What follows belongs to an exercise in optimizing a design on an open flow for small area, a short achievable clock period and few clock cycles; a production flow would make more cautious choices.
Power figures rest on the tool's default switching activity, not on a simulated workload.

Setup of run 1:
## md5
module md5(
    input clk,
    input reset_n,
    input done,
    input [63:0] pwd,
    output [127:0] hash_pwd,
    output en
);
reg [31:0] p, b, c, d;
reg [6:0] cnt;
reg en_r;
wire job = reset_n & done;
wire [6:0] cnt_n = !job ? 7'd0 : (cnt == 7'd68) ? cnt : cnt + 7'd1;
reg ld, hold, run, sel0, sel1;
reg [3:0] rf_n;    
reg [3:0] rj;      
reg [3:0] rt;      
always @(*) begin
    rf_n = 4'd0;
    if (cnt_n >= 7'd1 && cnt_n <= 7'd16) rf_n = 4'd1;
    if (cnt_n >= 7'd17 && cnt_n <= 7'd32) rf_n = 4'd2;
    if (cnt_n >= 7'd33 && cnt_n <= 7'd48) rf_n = 4'd4;
    if (cnt_n >= 7'd49 && cnt_n <= 7'd64) rf_n = 4'd8;
end
always @(posedge clk) begin
    ld <= !job;
    hold <= (cnt_n == 7'd68);
    run <= (cnt_n >= 7'd1) && (cnt_n <= 7'd64);
    sel0 <= (cnt_n == 7'd0) | (cnt_n == 7'd19) | (cnt_n == 7'd41) | (cnt_n == 7'd48);
    sel1 <= (cnt_n == 7'd1) | (cnt_n == 7'd16) | (cnt_n == 7'd36) | (cnt_n == 7'd55);
    rj <= 4'd0; rt <= 4'd0;
    case (cnt_n)
        7'd1: begin rj <= 4'd1; rt <= 4'd8; end
        7'd2: begin rj <= 4'd2; rt <= 4'd8; end
        7'd3: begin rj <= 4'd4; rt <= 4'd8; end
        7'd4: begin rj <= 4'd8; rt <= 4'd4; end
        7'd5: begin rj <= 4'd1; rt <= 4'd8; end
        7'd6: begin rj <= 4'd2; rt <= 4'd8; end
        7'd7: begin rj <= 4'd4; rt <= 4'd8; end
        7'd8: begin rj <= 4'd8; rt <= 4'd4; end
        7'd9: begin rj <= 4'd1; rt <= 4'd8; end
        7'd10: begin rj <= 4'd2; rt <= 4'd8; end
        7'd11: begin rj <= 4'd4; rt <= 4'd8; end
        7'd12: begin rj <= 4'd8; rt <= 4'd4; end
  ...
For scale: about 3,000 cells after synthesis, about 210 flip-flops, ~200 I/O pins, ~20,000 um2 of cells after synthesis.
Settings: LEC_CHECK=0, ABC_AREA=1, CAP_MARGIN=40, CORE_MARGIN=2, CORE_UTILIZATION=40, PLACE_DENSITY=0.6, SLEW_MARGIN=30; clock period 16.0 ns.
standard.sh (not shown) runs the stock make flow with config.mk's settings and CLKGATE_MAP_FILE= SYNTH_SCRIPT=/design/flow/synth_recipe.tcl, a recipe that flattens the netlist after the stock synthesis.
==> flow/flow/run.sh <==
#!/bin/bash
# Own flow: the standard layout (standard.sh, unchanged synthesis, SDC and
# clock period), with OpenROAD's timing repair asked to leave a larger setup
# margin than the standard settings allow, so that it works on the paths that
# set the achieved period. All tool output goes to standard.log here.
set -o pipefail
MARGIN=$(cat flow/margin.txt)
bash standard.sh SETUP_SLACK_MARGIN=$MARGIN finish > standard.log 2>&1
==> flow/flow/margin.txt <==
10
No stage failed in run 1, and the final checks on the layout all came back clean.
The following lists how run 2 was set up differently from run 1:
# run 1
export LEC_CHECK = 0
export ABC_AREA = 1
export CAP_MARGIN = 40
export CORE_MARGIN = 2
export CORE_UTILIZATION = 40
export PLACE_DENSITY = 0.6
export SLEW_MARGIN = 30
create_clock -name core_clock -period 16.0 [get_ports {clk}]
# run 2
export LEC_CHECK = 0
export ABC_AREA = 1
export CAP_MARGIN = 40
export CORE_MARGIN = 2
export CORE_UTILIZATION = 14
export PLACE_DENSITY = 0.25
export SLEW_MARGIN = 30
create_clock -name core_clock -period 16.0 [get_ports {clk}]
==> flow/run.sh (new file) <==
#!/bin/bash
# synth_recipe.tcl (not shown) runs the flow's synth.tcl, then flattens the netlist and writes it again
# the make line also repeats each setting of config.mk as NAME=value (left out here)
make -C /OpenROAD-flow-scripts/flow DESIGN_CONFIG=/design/flow/config.mk WORK_HOME=/design/flow/orfs CLKGATE_MAP_FILE= SYNTH_SCRIPT=/design/flow/synth_recipe.tcl finish
removed: flow/flow/run.sh
removed: flow/flow/margin.txt
removed: flow/standard.sh
## What came out
[compare] base=run 1 new=run 2: utilization shrank by 31 points; layout overhead on the synthesized area higher; all-layer global routing usage decreased 20 points. Between run 1 and run 2, the flow reports first-pass GRT wire length increasing by more than 10%. On run 2: worst hold slack is 0.013 ns higher than what run 1 gave. Run 1 -> run 2: design area increased by a few percent.
Input-level comparison between run 3 and run 2:
# run 2
export LEC_CHECK = 0
export ABC_AREA = 1
export CAP_MARGIN = 40
export CORE_MARGIN = 2
export CORE_UTILIZATION = 14
export PLACE_DENSITY = 0.25
export SLEW_MARGIN = 30
create_clock -name core_clock -period 16.0 [get_ports {clk}]
# run 3
export LEC_CHECK = 0
export ABC_AREA = 1
export CAP_MARGIN = 40
export CORE_MARGIN = 2
export CORE_UTILIZATION = 40
export PLACE_DENSITY = 0.6
export SLEW_MARGIN = 30
create_clock -name core_clock -period 16.0 [get_ports {clk}]
==> flow/flow/run.sh (new file) <==
#!/bin/bash
# Own flow: the standard layout (standard.sh, unchanged synthesis, SDC and
# clock period), with OpenROAD's timing repair asked to leave a larger setup
# margin than the standard settings allow, so that it works on the paths that
# set the achieved period. All tool output goes to standard.log here.
set -o pipefail
MARGIN=$(cat flow/margin.txt)
bash standard.sh SETUP_SLACK_MARGIN=$MARGIN finish > standard.log 2>&1
==> flow/flow/margin.txt (new file) <==
11
==> flow/standard.sh (new file) <==
#!/bin/bash
# synth_recipe.tcl (not shown) runs the flow's synth.tcl, then flattens the netlist and writes it again
# the make line also repeats each setting of config.mk as NAME=value (left out here)
make -C /OpenROAD-flow-scripts/flow DESIGN_CONFIG=/design/flow/config.mk WORK_HOME=/design/flow/orfs CLKGATE_MAP_FILE= SYNTH_SCRIPT=/design/flow/synth_recipe.tcl "${@:-finish}"
removed: flow/run.sh
Findings:
The power in combinational cells reported for run 3 is greater than that of run 2 by 31%. Proportion of cell area occupied by registers for run 3 is lower than for run 2. The worst-skew pair later-pin latency on run 2 is in line with that on run 3. Run 3 gives more area share of buffers outside the clock network than run 2 did. Delta (run 3 minus run 2): die extent in y has decreased; final worst setup slack has increased; area enclosed by the die boundary has decreased.
Here is what was changed in the inputs of run 4 compared with run 3.
==> flow/flow/margin.txt <==
12
Notes after the runs:
- Comparing run 3 and run 4, the higher proportion of total power due to net switching was measured on run 4.
- NOTE first-pass GRT wire length run 3->run 4 increased by a little under 10%
- Relative to run 3, final hold slack increased by 0.012 ns in run 4.
- Reported for run 3 and run 4, number of nets with antenna violations after detailed routing turned out identical to the last digit.
- Run 4 ends up with higher post-route non-filler standard cell count than run 3 does.
- Sum of routed wire segments on met1 of run 4 exceeds that of run 3 by a little under 10%.
- Diff run 4..run 3 | fraction of the mapped netlist area in adder cells | unchanged
- Clock period minus final worst setup slack in run 4 vs run 3: up 0.13 ns
- Where largest vdd supply drop is concerned, run 3 is better than run 4.
Function was not checked in any run of this note: the RTL went through the layout flow alone.

what the ideal ports hide:
The flow's constraints put no driver on any port. The routed layouts listed below were extracted and timed again, unchanged, in two steps.
Step 1 (the two cells are an assumption about what drives the block):
set clk [get_ports {clk}]
set_driving_cell -lib_cell sky130_fd_sc_hd__clkbuf_16 $clk
set_driving_cell -lib_cell sky130_fd_sc_hd__buf_2 [delete_from_list [all_inputs] $clk]
Step 2 times the ports against the registers' clock, not the clock port: input delays grow and output delays shrink by t, the midpoint of the rising clock arrivals with the driver on.
Slacks: ideal / step 1 / step 2; pairs: ideal / step 1.
run | shift t [ns] | slack for setup (ns) | worst setup path after step 2 | worst slew at a driven data input, ns
run 1 | 0.609 | 10.103 / 10.130 / 9.521 | input to register | 0.05
run 2 | 0.663 | 9.200 / 9.207 / 8.584 | input to register | 0.07
run 3 | 0.634 | 10.422 / 10.437 / 9.803 | input to register | 0.05
run 4 | 0.623 | 10.294 / 10.335 / 9.712 | input to register | 0.06
After both steps every run listed still meets setup and hold. The setup slack of run 3, which loses most, moves by +0.015 ns with the drivers and by -0.619 ns with both steps.
